Context: an optimization exercise on an open-source flow, tuned for small area. The choices shown serve that exercise and are no tape-out recipe.
At most, simulation tests tie the RTL to the original design; equivalence was not proved.
The RTL of run 3 was laid out without a check of its function.
No driver is modelled on the clock port, so clocking that relies on it looks cheaper here than on a real chip.
No activity file was given, so power comes from the tool's default toggle rates.

## flow/flow/run.sh

```bash
#!/bin/bash
# Own flow: the standard layout (standard.sh), except that ABC maps the
# combinational logic with an area-oriented script (area.abc) instead of
# ORFS's speed script. The synthesis is otherwise ORFS's synth.tcl as
# synth_recipe.tcl runs it, so registers, their names and cell types are the
# standard synthesis's.
set -euo pipefail
here=$(pwd)
mkdir -p "$here/mysynth"
# ORFS's synth.tcl with the ABC script swapped after synth_preamble.tcl
python3 - "$FLOW_HOME/scripts/synth.tcl" "$here/mysynth/synth_mod.tcl" "$here/flow/area.abc" <<'PY'
import sys
src, dst, abc = sys.argv[1:4]
s = open(src).read()
anchor = "source $::env(SCRIPTS_DIR)/synth_preamble.tcl\n"
assert s.count(anchor) == 1
s = s.replace(anchor, anchor + (
    "set abc_args [list -script {%s} {*}$lib_args {*}$lib_dont_use_args"
    " -constr $::env(OBJECTS_DIR)/abc.constr]\n" % abc), 1)
open(dst, "w").write(s)
PY
# synth_recipe.tcl, sourcing the patched synth.tcl
sed "s#source \$::env(SCRIPTS_DIR)/synth.tcl#source $here/mysynth/synth_mod.tcl#" \
    "$here/synth_recipe.tcl" > "$here/mysynth/synth_own.tcl"
grep -q "mysynth/synth_mod.tcl" "$here/mysynth/synth_own.tcl"
# CTS without dummy balancing loads; port buffers of the smallest buffer;
# no pass-through buffers from synthesis (placement is not timing driven, so
# nothing would remove them)
bash "$here/standard.sh" SYNTH_SCRIPT="$here/mysynth/synth_own.tcl" \
    "CTS_ARGS=-sink_clustering_enable -repair_clock_nets -buf_list sky130_fd_sc_hd__clkbuf_8 -dont_use_dummy_load" \
    "BUFFER_PORTS_ARGS=-buffer_cell sky130_fd_sc_hd__buf_1" SYNTH_INSBUF=0 \
    finish > "$here/flow_make.log" 2>&1
```

## flow/flow/area.abc

```
strash
&get -n
&deepsyn -T 60
&put
dch -f
amap
topo
stime -c
```

## flow/standard.sh

```bash
#!/bin/bash
# synth_recipe.tcl (not shown) runs the flow's synth.tcl, then flattens the netlist and writes it again
# the make line also repeats each setting of config.mk as NAME=value (left out here)
make -C /OpenROAD-flow-scripts/flow DESIGN_CONFIG=/design/flow/config.mk WORK_HOME=/design/flow/orfs CLKGATE_MAP_FILE= SYNTH_SCRIPT=/design/flow/synth_recipe.tcl "${@:-finish}"
```

## flow/config.mk

```make
export PLATFORM = sky130hd
export DESIGN_NAME = Top
export DESIGN_NICKNAME = Top
export VERILOG_FILES = /design/flow/design.v
export SDC_FILE = /design/flow/constraint.sdc
export NUM_CORES = 4
export LEC_CHECK = 0
export CAP_MARGIN = 20
export CORE_MARGIN = 2
export CORE_UTILIZATION = 60
export GPL_TIMING_DRIVEN = 0
export SLEW_MARGIN = 20
```

## flow/constraint.sdc

```tcl
create_clock -name core_clock -period 12.0 [get_ports {clk}]
set_input_delay 2.4000 -clock core_clock [delete_from_list [all_inputs] [get_ports {clk}]]
set_output_delay 2.4000 -clock core_clock [all_outputs]
set_load 0.01 [all_outputs]
```

## flow/design.v

```verilog
module vga(
input clk,
input reset,
input [8:0] l_pos,
input [8:0] r_pos,
input [9:0] x_ball_n,
input [9:0] y_ball_pos,
output step,
output hsync,
output vsync,
output reg col
    );
    function [10:0] sub;
        input [9:0] a;
        input [9:0] b;
        reg c;
        integer i;
        begin
            c = 1'b1;
            for (i = 0; i < 10; i = i + 1)
                {c, sub[i]} = a[i] + b[i] + c;
            sub[10] = c;
        end
    endfunction
    reg [11:0] h;
    reg [9:0] v;
    reg ball_v;
    wire [10:0] h2 = h[11:1];
    wire p = h[0];
    wire hend = h == 12'd2079;
    wire vend = v == 10'd665;
    balltimer bt(.clk(clk), .reset(reset), .step(step));
    wire [9:0] b = p ? y_ball_pos : {1'b0, h2[9] ? r_pos : l_pos};
    wire [10:0] d = sub(v, ~b);                        
    wire on_pad = (h2 < 11'd76 || h2 >= 11'd836) && d[10] && d[9:0] < 10'd150;
    wire [10:0] dx = sub(h2[9:0], x_ball_n);           
    wire on_ball = dx[10] && dx[9:0] < 10'd10 && ball_v;
    wire [9:0] y = v - 10'd37;
    wire on_line = h2 == 11'd456 && y[3];
    wire visible = h2 >= 11'd56 && h2 < 11'd856 && v >= 10'd37 && v < 10'd637;
    assign hsync = h >= 12'd1713 && h <= 12'd1952;
    assign vsync = (v >= 10'd637 && v < 10'd643 && !(v == 10'd637 && h == 12'd0)) ||
                   (v == 10'd643 && h == 12'd0);
    always @(posedge clk) begin
        if (reset || hend)
            h <= 12'd0;
        else
            h <= h + 1'b1;
        if (reset || (hend && vend))
            v <= 10'd0;
        else if (hend)
            v <= v + 1'b1;
        ball_v <= d[10] && d[9:0] < 10'd10;
        if (reset)
            col <= 1'b0;
        else if (!p)
            col <= visible && (on_pad || on_line || on_ball);
    end
endmodule
module balltimer(
input clk,
input reset,
output step
    );
    reg [16:0] s;
    wire [16:0] q = s ^ 17'h0aaaa;     
    wire z = ~|q[15:0];
    wire fb = q[16] ^ q[13] ^ z;
    assign step = q[16] & z;
    always @(posedge clk)
        s <= reset ? 17'h0aaaa ^ 17'd1 : ({q[15:0], fb} ^ 17'h0aaaa);
endmodule
module pong(
input clk,
input reset,
input l_up,
input l_down,
input r_up,
input r_down,
input step,
output reg [9:0] x_ball_n,
output reg [9:0] y_ball_pos,
output [8:0] l_pos,
output [8:0] r_pos
    );
    wire l_up_f, l_down_f, r_up_f, r_down_f;
    stepc l_down_s(.clk(clk), .reset(reset), .en(l_down && ~l_up), .full(l_down_f));
    stepc l_up_s(.clk(clk), .reset(reset), .en(l_up && ~l_down), .full(l_up_f));
    stepc r_down_s(.clk(clk), .reset(reset), .en(r_down && ~r_up), .full(r_down_f));
    stepc r_up_s(.clk(clk), .reset(reset), .en(r_up && ~r_down), .full(r_up_f));
    paddle l_p(.clk(clk), .reset(reset), .dn(l_down_f), .up(l_up_f), .pos(l_pos));
    paddle r_p(.clk(clk), .reset(reset), .dn(r_down_f), .up(r_up_f), .pos(r_pos));
    function [10:0] sub;
        input [9:0] a;
        input [9:0] b;
        reg c;
        integer i;
        begin
            c = 1'b1;
            for (i = 0; i < 10; i = i + 1)
                {c, sub[i]} = a[i] + b[i] + c;
            sub[10] = c;
        end
    endfunction
    reg move_x, move_y;
    wire at_l = x_ball_n == ~10'd76;
    wire at_r = x_ball_n == ~10'd825;
    wire at_x = at_l || at_r;
    wire mx = move_x ^ at_x;
    wire my = move_y ^ (y_ball_pos == 10'd37 || y_ball_pos == 10'd626);
    wire [8:0] pad = at_r ? r_pos : l_pos;
    wire [10:0] e = sub(y_ball_pos, ~{1'b0, pad});
    wire hit = e[10] ? e[9:0] < 10'd160 : e[9:0] >= 10'd1014;
    wire miss = at_x && !hit;
    function [9:0] step1;
        input [9:0] a;
        input dn;
        reg t;
        integer i;
        begin
            t = 1'b1;
            for (i = 0; i < 10; i = i + 1) begin
                step1[i] = a[i] ^ t;
                t = t & (a[i] ^ dn);
            end
        end
    endfunction
    always @(posedge clk) begin
        if (reset) begin
            x_ball_n <= ~10'd451;
            y_ball_pos <= 10'd332;
            move_x <= 1'b0;
            move_y <= 1'b0;
        end else if (step) begin
            move_x <= mx;
            move_y <= my;
            if (miss) begin
                x_ball_n <= ~10'd451;
                y_ball_pos <= 10'd332;
            end else begin
                x_ball_n <= step1(x_ball_n, mx);
                y_ball_pos <= step1(y_ball_pos, !my);
            end
        end
    end
endmodule
module paddle(
input clk,
input reset,
input dn,
input up,
output reg [8:0] pos
    );
    wire inc = dn && pos != 9'd486;
    wire dec = !dn && up && pos != 9'd37;
    reg [8:0] nx;
    reg t;
    integer i;
    always @(*) begin
        t = inc | dec;
        for (i = 0; i < 9; i = i + 1) begin
            nx[i] = pos[i] ^ t;
            t = t & (pos[i] ^ dec);
        end
    end
    always @(posedge clk)
        if (reset) pos <= 9'd262;
        else pos <= nx;
endmodule
module stepc(
input clk,
input reset,
input en,
output full
    );
    reg [16:0] q;
    wire z = ~|q[15:0];
    wire fb = q[16] ^ q[13] ^ z;
    assign full = z & ~q[16];
    always @(posedge clk)
        if (reset) q <= 17'd1;
        else if (en) q <= {q[15:0], fb};
endmodule
module Top(
input clk,
input reset,
input l_down,
input l_up,
input r_down,
input r_up,
output hsync,
output vsync,
output red0,
output red1,
output red2,
output red3,
output grn0,
output grn1,
output grn2,
output grn3,
output blu0,
output blu1,
output blu2,
output blu3
    );
    wire col;
    assign red0=col;
    assign red1=col;
    assign red2=col;
    assign red3=col;
    assign grn0=col;
    assign grn1=col;
    assign grn2=col;
    assign grn3=col;
    assign blu0=col;
    assign blu1=col;
    assign blu2=col;
    assign blu3=col;
    wire [8:0] l_pos, r_pos;
    wire [9:0] x_ball_pos, y_ball_pos;
    wire step;
    vga vga_inst(
    .clk(clk),
    .reset(reset),
    .l_pos(l_pos),
    .r_pos(r_pos),
    .x_ball_n(x_ball_pos),
    .y_ball_pos(y_ball_pos),
    .step(step),
    .hsync(hsync),
    .vsync(vsync),
    .col(col)
    );
    pong pong_inst(
    .clk(clk),
    .reset(reset),
    .l_up(l_up),
    .l_down(l_down),
    .r_up(r_up),
    .r_down(r_down),
    .step(step),
    .x_ball_n(x_ball_pos),
    .y_ball_pos(y_ball_pos),
    .l_pos(l_pos),
    .r_pos(r_pos)
    );
endmodule
```

==> results of run 1 <==
-- area by class of cell --
| class | count | area, um2 |
|---|---|---|
| Sequential cell | 149 | 2980 |
| Clock buffer | 17 | 234 |
| Timing Repair Buffer | 23 | 123 |
| Multi-Input combinational cell | 503 | 3260 |
| Tap cell | 143 | 179 |
| Fill cell | 971 | 3880 |
| Inverter | 174 | 653 |
-- critical path, delay by kind of cell, from the launching register on --
| family | cells | cell delay [ps] |
|---|---|---|
| AOI/OAI and AO/OA | 5 | 1010 |
| adders and majority gates | 9 | 2850 |
| and+or+nand+nor | 5 | 1660 |
| buffers and inverters | 9 | 1680 |
| DFF | 1 | 460 |
-- per-layer routing --
metal / routed length (um) / track usage [%]
met4: 394 / 10.7
met2: 6610 / 39.0
met5: 0 / 0
met1: 6980 / 32.6
met3: 648 / 4.81
-- worst max path at each step --
| stage | startpoint | end | slack (ps) |
|---|---|---|---|
| 4_1_cts | pong_inst.x_ball_n[1]$_SDFFE_PP0P_ | pong_inst.x_ball_n[4]$_SDFFE_PP1P_ | 4350 |
| 3_3_place_gp | pong_inst.x_ball_n[1]$_SDFFE_PP0P_ | pong_inst.x_ball_n[4]$_SDFFE_PP1P_ | 3990 |
| 3_5_place_dp | pong_inst.x_ball_n[1]$_SDFFE_PP0P_ | pong_inst.x_ball_n[4]$_SDFFE_PP1P_ | 4350 |
| 5_1_grt | pong_inst.x_ball_n[1]$_SDFFE_PP0P_ | pong_inst.x_ball_n[4]$_SDFFE_PP1P_ | 3690 |
| 2_1_floorplan | pong_inst.x_ball_n[1]$_SDFFE_PP0P_ | pong_inst.x_ball_n[4]$_SDFFE_PP1P_ | 5400 |
| 6_report | pong_inst.x_ball_n[1]$_SDFFE_PP0P_ | pong_inst.x_ball_n[4]$_SDFFE_PP1P_ | 4290 |
-- sequential cells by signal (all words and copies together) (netlist names), 10 cells and up --
signal                count
vga_inst.v               10
pong_inst.l_down_s.q     17
pong_inst.r_down_s.q     17
vga_inst.bt.s            17
vga_inst.h               12
pong_inst.l_up_s.q       17
pong_inst.y_ball_pos     10
pong_inst.x_ball_n       10
pong_inst.r_up_s.q       17
-- power by group --
part | leakage [nW] | switching, mW | internal, mW
combinational | 1.13 | 0.0471 | 0.0278
clock | 0.122 | 0.154 | 0.125
sequential | 1.21 | 0.0103 | 0.503
-- layout by cell type, fill, tap and decap left out, types with 3 or more instances in the layout --
| cell type | netlist | final |
|---|---|---|
| sky130_fd_sc_hd__a22oi_1 | 8 | 8 |
| sky130_fd_sc_hd__dfxtp_1 | 149 | 149 |
| sky130_fd_sc_hd__or4_1 | 4 | 4 |
| sky130_fd_sc_hd__ha_1 | 8 | 8 |
| sky130_fd_sc_hd__a21oi_1 | 28 | 28 |
| sky130_fd_sc_hd__clkinv_1 | 174 | 174 |
| sky130_fd_sc_hd__fa_1 | 26 | 26 |
| sky130_fd_sc_hd__a222oi_1 | 4 | 4 |
| sky130_fd_sc_hd__nand2_1 | 38 | 38 |
| sky130_fd_sc_hd__nor2_1 | 94 | 94 |
| sky130_fd_sc_hd__nand3_1 | 15 | 15 |
| sky130_fd_sc_hd__a31oi_1 | 5 | 5 |
| sky130_fd_sc_hd__nand4_1 | 26 | 26 |
| sky130_fd_sc_hd__buf_4 | 0 | 3 |
| sky130_fd_sc_hd__o21ai_1 | 0 | 3 |
| sky130_fd_sc_hd__a211oi_1 | 19 | 19 |
| sky130_fd_sc_hd__o211ai_1 | 7 | 7 |
| sky130_fd_sc_hd__nor3_1 | 33 | 32 |
| sky130_fd_sc_hd__o221ai_1 | 13 | 13 |
| sky130_fd_sc_hd__a311oi_1 | 3 | 3 |
| sky130_fd_sc_hd__a221oi_1 | 10 | 10 |
| sky130_fd_sc_hd__o21ai_0 | 42 | 39 |
| sky130_fd_sc_hd__clkbuf_8 | 0 | 17 |
| sky130_fd_sc_hd__nor4_1 | 13 | 13 |
| sky130_fd_sc_hd__o22ai_1 | 78 | 78 |
| sky130_fd_sc_hd__o32a_1 | 4 | 4 |
| sky130_fd_sc_hd__nor2b_1 | 5 | 5 |
| sky130_fd_sc_hd__buf_1 | 0 | 18 |
-- through the flow --
stage               hold slack (ps)  area (um2)  std cells
floorplan                       352        6900        826
global placement                361        7150        988
detailed placement              368        7200        992
CTS                             377        7440       1009
global route                    401        7440       1009
finish                          378        7440       1009
-- cell families (layout without fill, tap and decap cells) --
family                     Yosys count  in the layout
and+or+nand+nor                    235            235
AOI/OAI and AO/OA                  234            234
buffers and inverters              174            214
DFF                                149            149
adders and majority gates           34             34
==> summary.txt, run 1 <==
* Clock tree from TritonCTS: yes
* Fraction of final layout cells sized beyond drive strength 1 at 2.66%
* HPWL Detailed at 11100 um
* Post-cts repair resize count at 0
* Total of buffers placed on input and output ports at 19
* Final number of max-transition violations at 0
* IO Pins at 20
* Number of nets with antenna violations after detailed routing at 0
* H-tree lvl count at 4
* Result of the run: timing/DRC/antenna clean
* Post-route setup slack at 4290 ps
* PwrDens at 117 mW/mm2
* Maximum fanout along the worst path at 12
* DR vias at 6028
* Gate count after technology mapping at 826
* Number of nets at the end of the flow at 908
* Cell types with the highest counts after synthesis: sky130_fd_sc_hd__clkinv_1 (174), sky130_fd_sc_hd__dfxtp_1 (149), sky130_fd_sc_hd__nor2_1 (94)
* Slowest CP cell: sky130_fd_sc_hd__nor2_1
* Largest cells by area after synthesis: sky130_fd_sc_hd__dfxtp_1 (43%), sky130_fd_sc_hd__clkinv_1 (9.5%), sky130_fd_sc_hd__fa_1 (7.5%)
* Global-route wire length before repair at 24700 um
* Final setup TNS at 0 ps
* Top cell type's share of synthesized area at 43.3%
* Main synth FF type: sky130_fd_sc_hd__dfxtp_1
* Hold violation count in the final report at 0
* Worst max-slew margin expressed relative to the limit at 40.3%
* Initial drt markers at 483
* Vertical extent of the die at 111 um
* Average wire per cell in the routed design at 14.5 um
* Crit path required time at 12370 ps
* Post-synth design cell area at 0.00690 mm2
* Reg-to-reg critical path endpoint: pong_inst.x_ball_n[4]$_SDFFE_PP1P_
* Number of cells on the worst reg-to-reg path at 28
* Critical path capture point type: flop
* Floorplan core area at 0.0113 mm2
* End point of the most critical hold path: vga_inst.bt.s[9]$_SDFF_PP1_
* Worst path arrival time at 8080 ps
* Maximum vdd ir drop at 0.000108 V
* Antenna violations before repair at 0
* Synth Net Count at 866
* Portion of netlist area occupied by mux cells at 0%
* Buffers from clock root to sink, at most at 2
* Inserted Diodes at 0
* Proportion of register bits with asynchronous set or reset after synthesis at 0%
* Complex-gate fraction of the synthesized area at 22.4%
* Final cell utilization of the core at 65.7%
* DRC violation count after routing at 0
* Number of setup violations in the final report at 0
* Vias in the first global route at 5420
* GP Congestion at 0.932
* Post-synthesis simple-gate area fraction at 15.9%
* Total of flip-flops plus latches after synthesis at 149
* Pin count of the biggest net entering global routing at 29
* Classification of the worst-slack hold path: reg -> reg
* Slowest stage delay, CP at 700 ps
* Total routed wirelength at 14600 um
* Warning count from the yosys run at 5
* Number of clock sinks at 149
* Total Power at 867 uW
* Adder-cell share of the synthesized area at 9.00%
* Number of library cell types mapped by synthesis at 41
* Sequential cell area fraction in the yosys report at 43.3%
* Highest achievable clock rate at 130 MHz
* Reg-to-reg startpoint: pong_inst.x_ball_n[1]$_SDFFE_PP0P_
* Number of buffers inserted during clock tree synthesis at 17
* Number of stages on the worst hold path at 1
* Startpoint of the lowest-slack hold path: vga_inst.bt.s[8]$_SDFF_PP0_
* Avg Cell Area, Syn at 8.35 um2
* Overall overflow remaining after global route at 0
* Category of the most critical setup path: reg -> reg
* Final setup skew at 31.6 ps
* Mean number of vias per cell at 5.97
* Leakage power at 2.46 nW
* Shortest period the worst path allows at 7710 ps
* Die width at 111 um
* Synthesis-to-finish area growth at 7.84%
* FF-to-FF setup slack at 4290 ps
* Top cell by count, worst path: sky130_fd_sc_hd__clkinv_1
* Library cell occupying the most area in the post-synthesis netlist: sky130_fd_sc_hd__dfxtp_1
* Total iterations of the first detailed-routing run at 8
* Measured slew at the worst slew-check pin at 892 ps
* Setup repair after global routing missed its margin: no
* Effective utilization at floorplan at 60.9%
* Share of the clock period used by the worst path at 64.2%
* Type of element launching the critical path: flop
* Clock latency on the worst-skew pair at 450 ps
* Clock transition at path regs at 70 ps
* Row cnt at 39
* XOR/XNOR share of the synthesized area at 0%
* Minimum setup slack after placement at 4350 ps
* Number of maximum-capacitance constraint violations at 0
* Post-CTS setup buffer count at 0
* Area enclosed by the die boundary at 0.0124 mm2
* Main combinational cell family by area after synthesis: compound AO/OA/AOI/OAI gates
* EDFF count, synth at 0
* Count leader, synth: sky130_fd_sc_hd__clkinv_1
* Buffer cell driving the clock tree root: sky130_fd_sc_hd__clkbuf_8
* Overall global routing resource usage at 24.5%
* Post-cts hold buffer count at 0
==> run 2, diff against run 1 <==
--- a/flow/flow/run.sh
+++ b/flow/flow/run.sh
@@ -27,6 +27,7 @@
 # no pass-through buffers from synthesis (placement is not timing driven, so
-# nothing would remove them)
+# nothing would remove them); adders left to ABC rather than mapped to
+# full-adder cells first
 bash "$here/standard.sh" SYNTH_SCRIPT="$here/mysynth/synth_own.tcl" \
     "CTS_ARGS=-sink_clustering_enable -repair_clock_nets -buf_list sky130_fd_sc_hd__clkbuf_8 -dont_use_dummy_load" \
-    "BUFFER_PORTS_ARGS=-buffer_cell sky130_fd_sc_hd__buf_1" SYNTH_INSBUF=0 \
+    "BUFFER_PORTS_ARGS=-buffer_cell sky130_fd_sc_hd__buf_1" SYNTH_INSBUF=0 ADDER_MAP_FILE= \
     finish > "$here/flow_make.log" 2>&1
==> run 2 against run 1 <==
Effect of this change:
- synthesized cell count is 4.1% higher
- clock-buffer cell count stayed put
- critical path depth is 9 lower
- clock power hardly changed
- maximum frequency is 32% higher
- sequential power hardly changed
- non-clock buffer count is 1 lower
- core utilization is 0.65 points higher
- highest routed layer unchanged
==> summary.txt, run 2 <==
* Number of maximum-capacitance constraint violations at 0 (unchanged)
* Number of library cell types mapped by synthesis at 47 (+15%)
* Crit path required time at 12350 ps (-20 ps)
* Count leader, synth: sky130_fd_sc_hd__clkinv_1
* Reg-to-reg critical path endpoint: pong_inst.x_ball_n[0]$_SDFFE_PP0P_
* Overall overflow remaining after global route at 0 (unchanged)
* Row cnt at 38 (-2.6%)
* Commonest non-fill, non-tap cells in the layout: sky130_fd_sc_hd__clkinv_1 (159), sky130_fd_sc_hd__dfxtp_1 (149), sky130_fd_sc_hd__nor2_1 (119)
* EDFF count, synth at 0 (unchanged)
* Total routed wirelength at 15600 um (+6.7%)
* Beginning of the critical path: pong_inst.x_ball_n[4]$_SDFFE_PP1P_
* Type of element launching the critical path: flop
* Maximum fanout along the worst path at 13 (+1)
* Power share of the clock group at 32.3% (about the same)
* GP Congestion at 0.942 (+1.0%)
* Largest cells by area after synthesis: sky130_fd_sc_hd__dfxtp_1 (45%), sky130_fd_sc_hd__clkinv_1 (8.9%), sky130_fd_sc_hd__o22ai_1 (7.8%)
* Post-CTS setup buffer count at 0 (unchanged)
* Post-cts repair resize count at 0 (unchanged)
* Critical path destination: pong_inst.x_ball_n[0]$_SDFFE_PP0P_
* Number of clock sinks at 149 (unchanged)
* Maximum vdd ir drop at 0.000108 V (-0.14%)
* Vias in the first global route at 5755 (+6.2%)
* DRC violation count after routing at 0 (unchanged)
* Proportion of register bits with asynchronous set or reset after synthesis at 0% (unchanged)
* Final setup skew at 34.0 ps (+2.41 ps)
* Hold violation count in the final report at 0 (unchanged)
* Combinational Power Share at 8.6% (about the same)
* Most common library cell in the layout ignoring fill and taps: sky130_fd_sc_hd__clkinv_1
* Minimum setup slack after placement at 6390 ps (+2040 ps)
* Number of cells on the worst reg-to-reg path at 19 (-32%)
* Share of the clock period used by the worst path at 48.5% (-16 points)
* Avg Cell Area, Syn at 7.77 um2 (-7.0%)
* HPWL Detailed at 11600 um (+4.3%)
* Post-route setup slack at 6180 ps (+1890 ps)
* Area after detailed placement at 0.00696 mm2 (-3.4%)
* Total of flip-flops plus latches after synthesis at 149 (unchanged)
* Category of the most critical setup path: reg -> reg
* Leakage power at 2.39 nW (-2.6%)
* Effective utilization at floorplan at 61.6% (+0.70 points)
* Overall global routing resource usage at 27.4% (+2.9 points)
* Warning count from the yosys run at 5 (unchanged)
* Top cell type's share of synthesized area at 44.7% (+1.4 points)
* Die width at 110 um (-1.5%)
* Total iterations of the first detailed-routing run at 6 (-2)
* Synth Net Count at 866 (unchanged)
* Number of nets with antenna violations after detailed routing at 0 (unchanged)
* Buffers from clock root to sink, at most at 2 (unchanged)
* Clock transition at path regs at 80 ps (about the same)
* Inserted Diodes at 0 (unchanged)
* Sw Share at 24.5% (+0.11 points)
* Fraction of final layout cells sized beyond drive strength 1 at 2.45% (-0.21 points)
* FF-to-FF setup slack at 6180 ps (+1890 ps)
* Vertical extent of the die at 110 um (-1.5%)
* Result of the run: timing/DRC/antenna clean
* Sequential group share of total power at 59.1% (about the same)
* Net switching power at 212 uW (+0.27%)
* Number of setup violations in the final report at 0 (unchanged)
* Library cell occupying the most area in the post-synthesis netlist: sky130_fd_sc_hd__dfxtp_1
* Sequential cell area fraction in the yosys report at 44.7% (+1.4 points)
* IO Pins at 20 (unchanged)
* Gate count after technology mapping at 860 (+4.1%)
* Critical path capture point type: flop
* Highest achievable clock rate at 172 MHz (+32%)
* Final number of max-transition violations at 0 (unchanged)
* Antenna violations before repair at 0 (unchanged)
* Total of buffers placed on input and output ports at 19 (unchanged)
* H-tree lvl count at 4 (unchanged)
* Total Power at 865 uW (-0.19%)
* Number of nets at the end of the flow at 907 (-0.11%)
* Clock latency on the worst-skew pair at 460 ps (about the same)
* DR vias at 6434 (+6.7%)
* Worst max-slew margin expressed relative to the limit at 32.4% (-8.0 points)
* Fin area at 0.00719 mm2 (-3.3%)
* Number of buffers inserted during clock tree synthesis at 17 (unchanged)
* Average wire per cell in the routed design at 15.0 um (+3.7%)
* PwrDens at 120 mW/mm2 (+3.2%)
* Measured slew at the worst slew-check pin at 1010 ps (+118 ps)
* Mean number of vias per cell at 6.19 (+3.7%)
* Reg-to-reg startpoint: pong_inst.x_ball_n[4]$_SDFFE_PP1P_
* Filler cell count in the final layout at 942 (-3.0%)
* Buffer cell driving the clock tree root: sky130_fd_sc_hd__clkbuf_8
* Post-cts hold buffer count at 0 (unchanged)
* Synthesis-to-finish area growth at 7.66%
* Classification of the worst-slack hold path: reg -> reg
* Main synth FF type: sky130_fd_sc_hd__dfxtp_1
* Shortest period the worst path allows at 5820 ps (-1890 ps)
* Global-route wire length before repair at 25900 um (+4.7%)
* Post-synth design cell area at 0.00668 mm2 (-3.1%)
* Worst path arrival time at 6170 ps (-1910 ps)
* Setup repair after global routing missed its margin: no
* Floorplan core area at 0.0108 mm2 (-4.2%)
* Cell types with the highest counts after synthesis: sky130_fd_sc_hd__clkinv_1 (159), sky130_fd_sc_hd__dfxtp_1 (149), sky130_fd_sc_hd__nor2_1 (119)
* Internal power contribution at 653 uW (-0.34%)
* Area enclosed by the die boundary at 0.0120 mm2 (-3.0%)
* Initial drt markers at 452 (-6.4%)
* Pin count of the biggest net entering global routing at 34 (+17%)
* Clock tree from TritonCTS: yes
* Final setup TNS at 0 ps (unchanged)
==> run 2: critical path, cell delays in order (launching register included) <==
cell and delay [ps]:
sky130_fd_sc_hd__dfxtp_1 650, sky130_fd_sc_hd__clkinv_1 550, sky130_fd_sc_hd__o22ai_1 360, sky130_fd_sc_hd__nor2_1 80, sky130_fd_sc_hd__a21oi_1 240, sky130_fd_sc_hd__nand2_1 120, sky130_fd_sc_hd__nor3_1 250, sky130_fd_sc_hd__nor3_1 120
sky130_fd_sc_hd__o22ai_1 160, sky130_fd_sc_hd__nand2_1 90, sky130_fd_sc_hd__o21ai_0 130, sky130_fd_sc_hd__nor2b_1 270, sky130_fd_sc_hd__o22ai_1 120, sky130_fd_sc_hd__nand2_1 120, sky130_fd_sc_hd__a211oi_1 60, sky130_fd_sc_hd__a31o_1 220
sky130_fd_sc_hd__or4_1 410, sky130_fd_sc_hd__a31oi_1 780, sky130_fd_sc_hd__clkinv_1 610, sky130_fd_sc_hd__a221oi_1 380
==> run 2: cell type report <==
type / instances / area (um2) / share of cell area [%]
Multi-Input combinational cell: 552 / 3110 / 43.2
Timing Repair Buffer: 22 / 95.1 / 1.32
Sequential cell: 149 / 2980 / 41.5
Inverter: 159 / 597 / 8.30
Clock buffer: 17 / 234 / 3.25
Tap cell: 140 / 175 / 2.44
==> run 2: logic make-up (layout without fill, tap and decap cells) <==
kind of cell / after synthesis / count (layout) / synth area share (%)
buffers and inverters: 159 / 198 / 8.94
XOR/XNOR: 1 / 1 / 0.131
AND/OR/NAND/NOR: 274 / 274 / 18.5
flip-flops: 149 / 149 / 44.7
AO/OA/AOI/OAI: 277 / 277 / 27.8
==> run 2: worst min path at each step <==
stage | cells past startpoint | endpoint | start
finish | 1 | vga_inst.bt.s[3]$_SDFF_PP1_ | vga_inst.bt.s[2]$_SDFF_PP0_
global route | 1 | vga_inst.bt.s[3]$_SDFF_PP1_ | vga_inst.bt.s[2]$_SDFF_PP0_
CTS | 1 | vga_inst.bt.s[3]$_SDFF_PP1_ | vga_inst.bt.s[2]$_SDFF_PP0_
detailed placement | 1 | vga_inst.bt.s[3]$_SDFF_PP1_ | vga_inst.bt.s[2]$_SDFF_PP0_
global placement | 1 | vga_inst.bt.s[7]$_SDFF_PP1_ | vga_inst.bt.s[6]$_SDFF_PP0_
floorplan | 1 | vga_inst.bt.s[5]$_SDFF_PP1_ | vga_inst.bt.s[4]$_SDFF_PP0_
==> run 2: routing by layer <==
layer | vias up | routed length, um | track usage (%)
li1 | 3224 | - | -
met1 | 2996 | 7300 | 35.1
met2 | 182 | 7260 | 44.0
met3 | 32 | 739 | 6.58
met4 | 0 | 320 | 11.8
met5 | - | 0 | 0
==> run 2: power groups by stage <==
stage	clock [mW]	sequential (mW)	combinational, mW
after floorplan	0	0.519	0.0547
after global placement	0	0.522	0.0684
after detailed placement	0	0.522	0.0730
after CTS	0.287	0.511	0.0733
after global routing	0.307	0.512	0.0837
final	0.279	0.511	0.0745
==> run 2: through the flow <==
| step | util (%) | instances | hold slack [ps] |
|---|---|---|---|
| final | 66.3 | 1039 | 377 |
| after global routing | 66.3 | 1039 | 395 |
| after CTS | 66.3 | 1039 | 378 |
| after detailed placement | 64.2 | 1022 | 363 |
| after global placement | 63.9 | 1019 | 357 |
| after floorplan | - | 860 | 352 |
==> run 3, diff against run 2 <==
--- a/flow/design.v
+++ b/flow/design.v
@@ -175,9 +175,9 @@
     );
-    reg [16:0] q;
-    wire z = ~|q[15:0];
-    wire fb = q[16] ^ q[13] ^ z;
-    assign full = z & ~q[16];
+    reg [16:0] s;
+    wire z = &s[15:0];                   
+    wire fb_n = ~(s[16] ^ s[13] ^ z);     
+    assign full = z & s[16];
     always @(posedge clk)
-        if (reset) q <= 17'd1;
-        else if (en) q <= {q[15:0], fb};
+        if (reset) s <= ~17'd1;
+        else if (en) s <= {s[15:0], fb_n};
 endmodule
==> run 3 against run 2 <==
Effect of this change:
- non-clock buffer count did not move
- die area rose by 0.45%
- flip-flop and latch count did not move
- clock-buffer cell count did not move
- total power fell by 2.0%
- sequential power barely moved
- still clean on timing, DRC and antenna
- largest cell class unchanged
- core utilization fell by 0.071 points
- first-iteration DRC count rose by 41%
- register-to-register slack improved by 630 ps
==> summary.txt, run 3 <==
* PwrDens at 118 mW/mm2 (-2.3%)
* Commonest non-fill, non-tap cells in the layout: sky130_fd_sc_hd__dfxtp_1 (149), sky130_fd_sc_hd__nor2_1 (131), sky130_fd_sc_hd__clkinv_1 (101)
* Crit-path cells: clkinv_1, o22ai_1, clkinv_1, o22ai_1, a211o_1, o21a_1, and2_0, nor2_1, nand2_1, o21ai_0, nor2_1, nor2_1, nor2_1, nor2_1, clkinv_1, nor3_1, nor3b_1, a2111oi_0, nor2_1, clkinv_1, a221oi_1
* Clock latency on the worst-skew pair at 450 ps (about the same)
* Buffers from clock root to sink, at most at 2 (unchanged)
* Number of library cell types mapped by synthesis at 42 (-11%)
* Post-synth design cell area at 0.00671 mm2 (+0.47%)
* Number of setup violations in the final report at 0 (unchanged)
* Number of nets with antenna violations after detailed routing at 0 (unchanged)
* Shortest period the worst path allows at 5190 ps (-632 ps)
* Clock transition at path regs at 80 ps (about the same)
* Row cnt at 38 (unchanged)
* H-tree lvl count at 4 (unchanged)
* Library cell occupying the most area in the post-synthesis netlist: sky130_fd_sc_hd__dfxtp_1
* Maximum vdd ir drop at 0.000103 V (-4.6%)
* Warning count from the yosys run at 5 (unchanged)
* Gate count after technology mapping at 817 (-5.0%)
* Global-route wire length before repair at 26100 um (+0.99%)
* Synth Net Count at 823 (-5.0%)
* Final setup TNS at 0 ps (unchanged)
* Main synth FF type: sky130_fd_sc_hd__dfxtp_1
* Initial drt markers at 637 (+41%)
* Post-CTS setup buffer count at 0 (unchanged)
* Number of buffers inserted during clock tree synthesis at 17 (unchanged)
* Floorplan core area at 0.0109 mm2 (+0.44%)
* Overall global routing resource usage at 27.6% (+0.24 points)
* Hold violation count in the final report at 0 (unchanged)
* Reg-to-reg startpoint: pong_inst.x_ball_n[2]$_SDFFE_PP1P_
* Classification of the worst-slack hold path: reg -> reg
* Startpoint of the lowest-slack hold path: vga_inst.bt.s[6]$_SDFF_PP0_
* Top cell by count, worst path: sky130_fd_sc_hd__nor2_1
* DR vias at 6328 (-1.6%)
* Final cell utilization of the core at 66.3% (-0.071 points)
* Crit path required time at 12350 ps (about the same)
* Vertical extent of the die at 110 um (+0.22%)
* Number of maximum-capacitance constraint violations at 0 (unchanged)
* Setup repair after global routing missed its margin: no
* EDFF count, synth at 0 (unchanged)
* Maximum fanout along the worst path at 15 (+2)
* Net switching power at 200 uW (-5.5%)
* Category of the most critical setup path: reg -> reg
* Buffer cell driving the clock tree root: sky130_fd_sc_hd__clkbuf_8
* Worst path arrival time at 5530 ps (-640 ps)
* Share of the clock period used by the worst path at 43.2% (-5.3 points)
* Sequential group share of total power at 60.4% (+1.3 points)
* Leakage power at 2.40 nW (+0.22%)
* Fraction of final layout cells sized beyond drive strength 1 at 2.45% (+0.0061 points)
* Worst max-slew margin expressed relative to the limit at 42.1% (+9.8 points)
* Area enclosed by the die boundary at 0.0120 mm2 (+0.45%)
* Effective utilization at floorplan at 61.6% (about the same)
* Post-cts repair resize count at 0 (unchanged)
* Inserted Diodes at 0 (unchanged)
* GP Congestion at 0.944 (+0.19%)
* DRC violation count after routing at 0 (unchanged)
* Post-cts hold buffer count at 0 (unchanged)
* Final setup skew at 37.1 ps (+3.13 ps)
* Total of flip-flops plus latches after synthesis at 149 (unchanged)
* Number of nets at the end of the flow at 864 (-4.7%)
* Average wire per cell in the routed design at 15.5 um (+3.4%)
* Proportion of register bits with asynchronous set or reset after synthesis at 0% (unchanged)
* Largest cells by area after synthesis: sky130_fd_sc_hd__dfxtp_1 (44%), sky130_fd_sc_hd__o22a_1 (8.5%), sky130_fd_sc_hd__nor2_1 (7.3%)
* Highest achievable clock rate at 193 MHz (+12%)
* Internal power contribution at 648 uW (-0.81%)
* Critical path capture point type: flop
* Pin count of the biggest net entering global routing at 30 (-12%)
* Sw Share at 23.6% (-0.89 points)
* Measured slew at the worst slew-check pin at 862 ps (-147 ps)
* Most common library cell in the layout ignoring fill and taps: sky130_fd_sc_hd__dfxtp_1
* Slowest CP cell: sky130_fd_sc_hd__dfxtp_1
* Die width at 110 um (+0.22%)
* Type of element launching the critical path: flop
* Total iterations of the first detailed-routing run at 9 (+3)
* Slowest stage delay, CP at 700 ps (-80 ps)
* HPWL Detailed at 11300 um (-2.4%)
* Number of clock sinks at 149 (unchanged)
* Mean number of vias per cell at 6.35 (+2.6%)
* Final number of max-transition violations at 0 (unchanged)
* Vias in the first global route at 5740 (-0.26%)
* Top cell type's share of synthesized area at 44.5% (-0.21 points)
* Overall overflow remaining after global route at 0 (unchanged)
* Power share of the clock group at 32.7% (+0.4 points)
* IO Pins at 20 (unchanged)
* Result of the run: timing/DRC/antenna clean
* Count leader, synth: sky130_fd_sc_hd__dfxtp_1
* Clock tree from TritonCTS: yes
* Combinational Power Share at 6.9% (-1.7 points)
* Total routed wirelength at 15500 um (-0.84%)
* Sequential cell area fraction in the yosys report at 44.5% (-0.21 points)
* Avg Cell Area, Syn at 8.21 um2 (+5.8%)
* Cell types with the highest counts after synthesis: sky130_fd_sc_hd__dfxtp_1 (149), sky130_fd_sc_hd__nor2_1 (131), sky130_fd_sc_hd__clkinv_1 (101)
* Total of buffers placed on input and output ports at 19 (unchanged)
* Synthesis-to-finish area growth at 7.51%
* Beginning of the critical path: pong_inst.x_ball_n[2]$_SDFFE_PP1P_
* Antenna violations before repair at 0 (unchanged)
[run 3: cell types whose count changed after synthesis, sizes merged, moves of 5 or more]
cell    change
a21oi       +8
clkinv     -58
nand2      -12
nor2       +12
nor2b      +10
nor4        +5
o22a       +62
o22ai      -67
o32ai       +5
[run 3: cell type report]
type	count	area [um2]
Fill cell	932	3670
Tap cell	140	175
Multi-Input combinational cell	567	3350
Inverter	101	379
Timing Repair Buffer	22	95.1
Sequential cell	149	2980
Clock buffer	17	234
[run 3: final timing paths]
path,depth (start not counted),slack (ps),endpoint
max,21,6810,pong_inst.y_ball_pos[1]$_SDFFE_PP0P_
min,1,370,vga_inst.bt.s[7]$_SDFF_PP1_
max reg2reg,21,6810,pong_inst.y_ball_pos[1]$_SDFFE_PP0P_
min reg2reg,1,370,vga_inst.bt.s[7]$_SDFF_PP1_
[run 3: logic make-up (layout without fill, tap and decap cells)]
kind of cell	count (synthesis)	in the layout	share of synthesized area, %
AO/OA/AOI/OAI	272	272	29.3
AND/OR/NAND/NOR	295	295	20.6
buffers and inverters	101	140	5.65
flip-flops	149	149	44.5
[run 3: critical path, delay by kind of cell, from the launching register on]
| kind | cells | cell delay, ps |
|---|---|---|
| AND/OR/NAND/NOR | 10 | 1590 |
| AO/OA/AOI/OAI | 7 | 1540 |
| buffers and inverters | 4 | 1280 |
| flip-flops | 1 | 700 |
[run 3: per-stage QoR]
stage / setup WS [ps] / std cells / area, um2 / hold slack, ps / total power [mW]
2_1_floorplan: 8200 / 817 / 6710 / 352 / 0.563
3_3_place_gp: 5980 / 976 / 6960 / 363 / 0.577
3_5_place_dp: 6890 / 979 / 6980 / 363 / 0.581
4_1_cts: 6910 / 996 / 7210 / 375 / 0.856
5_1_grt: 6350 / 996 / 7210 / 394 / 0.885
6_report: 6810 / 996 / 7210 / 371 / 0.848
[run 3: per-layer routing]
| metal | wire (um) | track usage (%) | part of all wire (%) | up-vias |
|---|---|---|---|---|
| li1 | - | - | - | 3158 |
| met4 | 278 | 10.7 | 1.8 | 0 |
| met1 | 7100 | 35.5 | 46 | 2920 |
| met3 | 929 | 6.28 | 6.0 | 26 |
| met2 | 7180 | 45.1 | 46 | 224 |
| met5 | 0 | 0 | 0 | - |
[run 3: power groups by stage]
stage	sequential (mW)	combinational, mW	clock, mW
2_1_floorplan	0.520	0.0433	0
3_3_place_gp	0.523	0.0548	0
3_5_place_dp	0.523	0.0577	0
4_1_cts	0.512	0.0581	0.285
5_1_grt	0.513	0.0664	0.305
6_report	0.512	0.0588	0.277
==> run 4, diff against run 3 <==
--- a/flow/design.v
+++ b/flow/design.v
@@ -175,9 +175,9 @@
     );
-    reg [16:0] s;
-    wire z = &s[15:0];                   
-    wire fb_n = ~(s[16] ^ s[13] ^ z);     
-    assign full = z & s[16];
+    reg [16:0] q;
+    wire z = ~|q[15:0];
+    wire fb = q[16] ^ q[13] ^ z;
+    assign full = z & ~q[16];
     always @(posedge clk)
-        if (reset) s <= ~17'd1;
-        else if (en) s <= {s[15:0], fb_n};
+        if (reset) q <= 17'd1;
+        else if (en) q <= {q[15:0], fb};
 endmodule
--- a/flow/flow/run.sh
+++ b/flow/flow/run.sh
@@ -25,9 +25,18 @@
 grep -q "mysynth/synth_mod.tcl" "$here/mysynth/synth_own.tcl"
-# CTS without dummy balancing loads; port buffers of the smallest buffer;
-# no pass-through buffers from synthesis (placement is not timing driven, so
-# nothing would remove them); adders left to ABC rather than mapped to
-# full-adder cells first
-bash "$here/standard.sh" SYNTH_SCRIPT="$here/mysynth/synth_own.tcl" \
-    "CTS_ARGS=-sink_clustering_enable -repair_clock_nets -buf_list sky130_fd_sc_hd__clkbuf_8 -dont_use_dummy_load" \
-    "BUFFER_PORTS_ARGS=-buffer_cell sky130_fd_sc_hd__buf_1" SYNTH_INSBUF=0 ADDER_MAP_FILE= \
-    finish > "$here/flow_make.log" 2>&1
+# CTS without dummy balancing loads, with small leaf buffers; port buffers
+# of the smallest buffer; no pass-through buffers from synthesis (placement
+# is not timing driven, so nothing would remove them); adders left to ABC
+# rather than mapped to full-adder cells first.
+args=(SYNTH_SCRIPT="$here/mysynth/synth_own.tcl"
+    "CTS_ARGS=-sink_clustering_enable -repair_clock_nets -buf_list sky130_fd_sc_hd__clkbuf_4 -root_buf sky130_fd_sc_hd__clkbuf_8 -dont_use_dummy_load"
+    "BUFFER_PORTS_ARGS=-buffer_cell sky130_fd_sc_hd__buf_1" SYNTH_INSBUF=0 ADDER_MAP_FILE=)
+bash "$here/standard.sh" "${args[@]}" cts > "$here/flow_make_cts.log" 2>&1
+# Leaf buffers whose flip-flops would see a clock slew over 110 ps become
+# clkbuf_8 (fixclk.tcl), then the standard flow goes on from the clock tree.
+res="$here/orfs/results/sky130hd/Top/base"
+FIX_ODB="$res/4_cts.odb" FIX_SDC="$res/4_cts.sdc" \
+FIX_PLATFORM_DIR="$FLOW_HOME/platforms/sky130hd" FIX_SLEW_PS=110 \
+FIX_BIG=sky130_fd_sc_hd__clkbuf_8 \
+    openroad -no_init -exit "$here/flow/fixclk.tcl" > "$here/fixclk.log" 2>&1
+touch "$res/4_cts.sdc"
+bash "$here/standard.sh" "${args[@]}" finish > "$here/flow_make.log" 2>&1
==> flow/flow/fixclk.tcl (new file) <==
# Upsize the clock tree's leaf buffers whose flip-flop clock pins see too
# slow a slew (estimated from placement) to the next larger clock buffer.
set odb $::env(FIX_ODB)
set sdc $::env(FIX_SDC)
set plat $::env(FIX_PLATFORM_DIR)
read_db $odb
foreach lib [glob $plat/lib/sky130_fd_sc_hd__tt_025C_1v80.lib] { read_liberty $lib }
read_sdc $sdc
source $plat/setRC.tcl
set_propagated_clock [all_clocks]
estimate_parasitics -placement
set limit $::env(FIX_SLEW_PS)
set big $::env(FIX_BIG)
set n 0
foreach inst [get_cells *] {
  set m [get_property $inst ref_name]
  if { ![string match sky130_fd_sc_hd__clkbuf_* $m] || $m eq $big } { continue }
  set out [get_pins -of_objects $inst -filter "direction == output"]
  set worst 0
  foreach pin [get_pins -of_objects [get_nets -of_objects $out] -filter "direction == input"] {
    if { [string match */CLK [get_full_name $pin]] } {
      set s [get_property $pin slew_max]
      if { $s > $worst } { set worst $s }
    }
  }
  if { $worst * 1000.0 > $limit } {
    puts "upsize [get_full_name $inst] $m worst clock slew $worst"
    replace_cell $inst $big
    incr n
  }
}
puts "upsized $n clock buffers"
detailed_placement
estimate_parasitics -placement
set worst 0
foreach pin [get_pins -hierarchical */CLK] { set s [get_property $pin slew_max]; if {$s > $worst} {set worst $s} }
puts "WORST_CLK_SLEW $worst"
write_db $odb
==> run 4 against run 3 <==
Effect of this change:
- critical path depth shrank 2
- largest power group unchanged
- total power shrank 3.3%
- clock-buffer cell count is the same
- critical endpoint is now pong_inst.x_ball_n[0]$_SDFFE_PP0P_
- maximum frequency shrank 10%
- sequential power is essentially flat
- worst setup slack lost 600 ps
- synthesized area shrank 0.47%
- clock power shrank 15%
- largest cell class unchanged
==> summary.txt, run 4 <==
* Placed cell count at 1022 (+4.4%)
* Number of library cell types mapped by synthesis at 47 (+12%)
* Count leader, synth: sky130_fd_sc_hd__clkinv_1
* Measured slew at the worst slew-check pin at 948 ps (+86.0 ps)
* Number of setup violations in the final report at 0 (unchanged)
* Internal power contribution at 615 uW (-5.0%)
* Power share of the clock group at 28.7% (-4.0 points)
* Hold violation count in the final report at 0 (unchanged)
* Result of the run: timing/DRC/antenna clean
* Combinational Power Share at 9.1% (+2.2 points)
* Total of flip-flops plus latches after synthesis at 149 (unchanged)
* DR vias at 6389 (+0.96%)
* Critical path destination: pong_inst.x_ball_n[0]$_SDFFE_PP0P_
* Inserted Diodes at 0 (unchanged)
* Post-synth design cell area at 0.00668 mm2 (-0.47%)
* Clock latency on the worst-skew pair at 440 ps (about the same)
* Library cell occupying the most area in the post-synthesis netlist: sky130_fd_sc_hd__dfxtp_1
* Slowest CP cell: sky130_fd_sc_hd__a31oi_1
* Total routed wirelength at 15500 um (+0.19%)
* Global-route wire length before repair at 26000 um (-0.50%)
* EDFF count, synth at 0 (unchanged)
* Antenna violations before repair at 0 (unchanged)
* DRC violation count after routing at 0 (unchanged)
* Cell types with the highest counts after synthesis: sky130_fd_sc_hd__clkinv_1 (159), sky130_fd_sc_hd__dfxtp_1 (149), sky130_fd_sc_hd__nor2_1 (119)
* Avg Cell Area, Syn at 7.77 um2 (-5.4%)
* Gate count after technology mapping at 860 (+5.3%)
* Average wire per cell in the routed design at 14.9 um (-4.0%)
* Filler-free cell count of the finished design at 1039 (+4.3%)
* Synthesis-to-finish area growth at 6.63%
* Initial drt markers at 517 (-19%)
* Number of nets with antenna violations after detailed routing at 0 (unchanged)
* Clock transition at path regs at 90 ps (about the same)
* Post-cts repair resize count at 0 (unchanged)
* Buffer and inverter count on the worst path at 2 (-2)
* Setup repair after global routing missed its margin: no
* Sequential group share of total power at 62.3% (+1.9 points)
* Final setup TNS at 0 ps (unchanged)
* Worst max-slew margin expressed relative to the limit at 36.5% (-5.7 points)
* Beginning of the critical path: pong_inst.x_ball_n[4]$_SDFFE_PP1P_
* Type of element launching the critical path: flop
* Row cnt at 38 (unchanged)
* Vias in the first global route at 5760 (+0.35%)
* Sw Share at 25.0% (+1.4 points)
* Reg-to-reg critical path endpoint: pong_inst.x_ball_n[0]$_SDFFE_PP0P_
* Buffers from clock root to sink, at most at 2 (unchanged)
* GP Congestion at 0.942 (-0.19%)
* Final setup skew at 33.4 ps (-3.67 ps)
* Number of nets at the end of the flow at 907 (+5.0%)
* Filler cell count in the final layout at 949 (+1.8%)
* Crit path required time at 12310 ps (-40 ps)
* Critical path capture point type: flop
* Reg-to-reg startpoint: pong_inst.x_ball_n[4]$_SDFFE_PP1P_
* Pin count of the biggest net entering global routing at 34 (+13%)
* Number of cells on the worst reg-to-reg path at 19 (-9.5%)
* Net switching power at 205 uW (+2.5%)
* Warning count from the yosys run at 5 (unchanged)
* Post-CTS setup buffer count at 0 (unchanged)
* Overall overflow remaining after global route at 0 (unchanged)
* Share of the clock period used by the worst path at 48.3% (+5.0 points)
* Clock tree from TritonCTS: yes
* Classification of the worst-slack hold path: reg -> reg
* Final number of max-transition violations at 0 (unchanged)
* Overall global routing resource usage at 27.4% (-0.22 points)
* Slowest stage delay, CP at 740 ps (+40 ps)
* IO Pins at 20 (unchanged)
* Total Power at 820 uW (-3.3%)
* Main synth FF type: sky130_fd_sc_hd__dfxtp_1
* Category of the most critical setup path: reg -> reg
* Largest cells by area after synthesis: sky130_fd_sc_hd__dfxtp_1 (45%), sky130_fd_sc_hd__clkinv_1 (8.9%), sky130_fd_sc_hd__o22ai_1 (7.8%)
* Highest achievable clock rate at 173 MHz (-10%)
* Total iterations of the first detailed-routing run at 5 (-4)
* Final cell utilization of the core at 65.7% (-0.56 points)
* Post-cts hold buffer count at 0 (unchanged)
* Commonest non-fill, non-tap cells in the layout: sky130_fd_sc_hd__clkinv_1 (159), sky130_fd_sc_hd__dfxtp_1 (149), sky130_fd_sc_hd__nor2_1 (119)
* Crit-path cells: clkinv_1, o22ai_1, nor2_1, a21oi_1, nand2_1, nor3_1, nor3_1, o22ai_1, nand2_1, o21ai_0, nor2b_1, o22ai_1, nand2_1, a211oi_1, a31o_1, or4_1, a31oi_1, clkinv_1, a221oi_1
* Synth Net Count at 866 (+5.2%)
* Area enclosed by the die boundary at 0.0120 mm2 (-0.45%)
* Number of clock sinks at 149 (unchanged)
* Floorplan core area at 0.0108 mm2 (-0.44%)
* Critical path's top delay family: compound AO/OA/AOI/OAI gates
* Maximum vdd ir drop at 0.000105 V (+2.5%)
* Proportion of register bits with asynchronous set or reset after synthesis at 0% (unchanged)
* H-tree lvl count at 4 (unchanged)
* Buffer cell driving the clock tree root: sky130_fd_sc_hd__clkbuf_8
* Number of buffers inserted during clock tree synthesis at 17 (unchanged)
* Path length in cells of the critical path at 19 (-9.5%)
* Top cell type's share of synthesized area at 44.7% (+0.21 points)
* PwrDens at 115 mW/mm2 (-2.0%)
* Maximum fanout along the worst path at 13 (-2)
* FF-to-FF setup slack at 6210 ps (-600 ps)
* Fraction of final layout cells sized beyond drive strength 1 at 2.45% (-0.0061 points)
* Effective utilization at floorplan at 61.6% (about the same)
* Vertical extent of the die at 110 um (-0.22%)
* Most common library cell in the layout ignoring fill and taps: sky130_fd_sc_hd__clkinv_1
* Sequential cell area fraction in the yosys report at 44.7% (+0.21 points)
* HPWL Detailed at 11600 um (+2.4%)
* Number of maximum-capacitance constraint violations at 0 (unchanged)
* Shortest period the worst path allows at 5790 ps (+604 ps)
* Leakage power at 2.36 nW (-1.4%)
* Mean number of vias per cell at 6.15 (-3.2%)
* Worst path arrival time at 6110 ps (+580 ps)
* Total of buffers placed on input and output ports at 19 (unchanged)
* Die width at 110 um (-0.22%)
==> run 4: cell families after synthesis <==
group | share of synthesized area, %
buf+inv | 8.94
xor+xnor | 0.131
simple gates | 18.5
compound gates | 27.8
flops | 44.7
==> run 4: metal layers <==
metal	track usage, %	up-vias	part of all wire [%]
met5	0	-	0
met4	11.9	0	2.2
met3	6.16	32	4.9
met2	44.3	177	47
met1	35.2	2951	46
li1	-	3229	-
==> run 4: worst min-delay path by stage <==
stage                           startpoint                     endpoint  slack (ps)  cells past startpoint
2_1_floorplan  vga_inst.bt.s[4]$_SDFF_PP0_  vga_inst.bt.s[5]$_SDFF_PP1_         350                      1
6_report       vga_inst.bt.s[8]$_SDFF_PP0_  vga_inst.bt.s[9]$_SDFF_PP1_         370                      1
3_3_place_gp   vga_inst.bt.s[6]$_SDFF_PP0_  vga_inst.bt.s[7]$_SDFF_PP1_         360                      1
4_1_cts        vga_inst.bt.s[2]$_SDFF_PP0_  vga_inst.bt.s[3]$_SDFF_PP1_         390                      1
5_1_grt        vga_inst.bt.s[8]$_SDFF_PP0_  vga_inst.bt.s[9]$_SDFF_PP1_         390                      1
3_5_place_dp   vga_inst.bt.s[2]$_SDFF_PP0_  vga_inst.bt.s[3]$_SDFF_PP1_         360                      1
==> run 4: layout make-up <==
class / instances / area (um2) / share of cell area (%)
multi-input combinational: 552 / 3110 / 43.6
clock buffer: 17 / 165 / 2.32
timing repair buffer: 22 / 95.1 / 1.34
tap: 140 / 175 / 2.46
inverter: 159 / 597 / 8.38
sequential: 149 / 2980 / 41.9
==> run 4: stage by stage <==
step	hold slack (ps)	instance area [um2]	worst slack, ps
finish	370	7120	6210
global route	386	7120	5560
floorplan	352	6680	7830
CTS	388	7090	6390
detailed placement	363	6960	6390
global placement	357	6930	5910
==> run 4: power by group through the flow <==
stage	Combinational (mW)	Sequential, mW	Clock, mW
after detailed placement	0.0730	0.522	0
after global routing	0.0838	0.512	0.262
after global placement	0.0684	0.522	0
after floorplan	0.0547	0.519	0
final	0.0744	0.511	0.235
after CTS	0.0732	0.511	0.224

-- afterwards: timing with drivers on the ports --
In the flow no input, the clock included, has a driving cell. The finished layouts below were timed again as built, in two steps.
Step 1 (the two cells are an assumption about what drives the block):
set clk [get_ports {clk}]
set_driving_cell -lib_cell sky130_fd_sc_hd__clkbuf_16 $clk
set_driving_cell -lib_cell sky130_fd_sc_hd__buf_2 [delete_from_list [all_inputs] $clk]
Step 2 adds t to the input delays and takes it off the output delays; t is the mean of the earliest and latest rising clock arrival at the registers after step 1. Input paths then give back, and output paths get back, about the clock's delay inside the block.
Three values: no drivers, after step 1, after step 2; two values: the first two.
| run | t (ns) | slack for setup (ns) | worst slew at a driven data input, ns |
|---|---|---|---|
| run 1 | 0.470 | 4.292 / 4.292 / 4.292 | 0.03 |
| run 2 | 0.476 | 6.180 / 6.180 / 6.180 | 0.03 |
| run 3 | 0.471 | 6.812 / 6.812 / 6.812 | 0.03 |
| run 4 | 0.459 | 6.208 / 6.208 / 6.208 | 0.03 |
After both steps setup and hold are still met in every run listed.
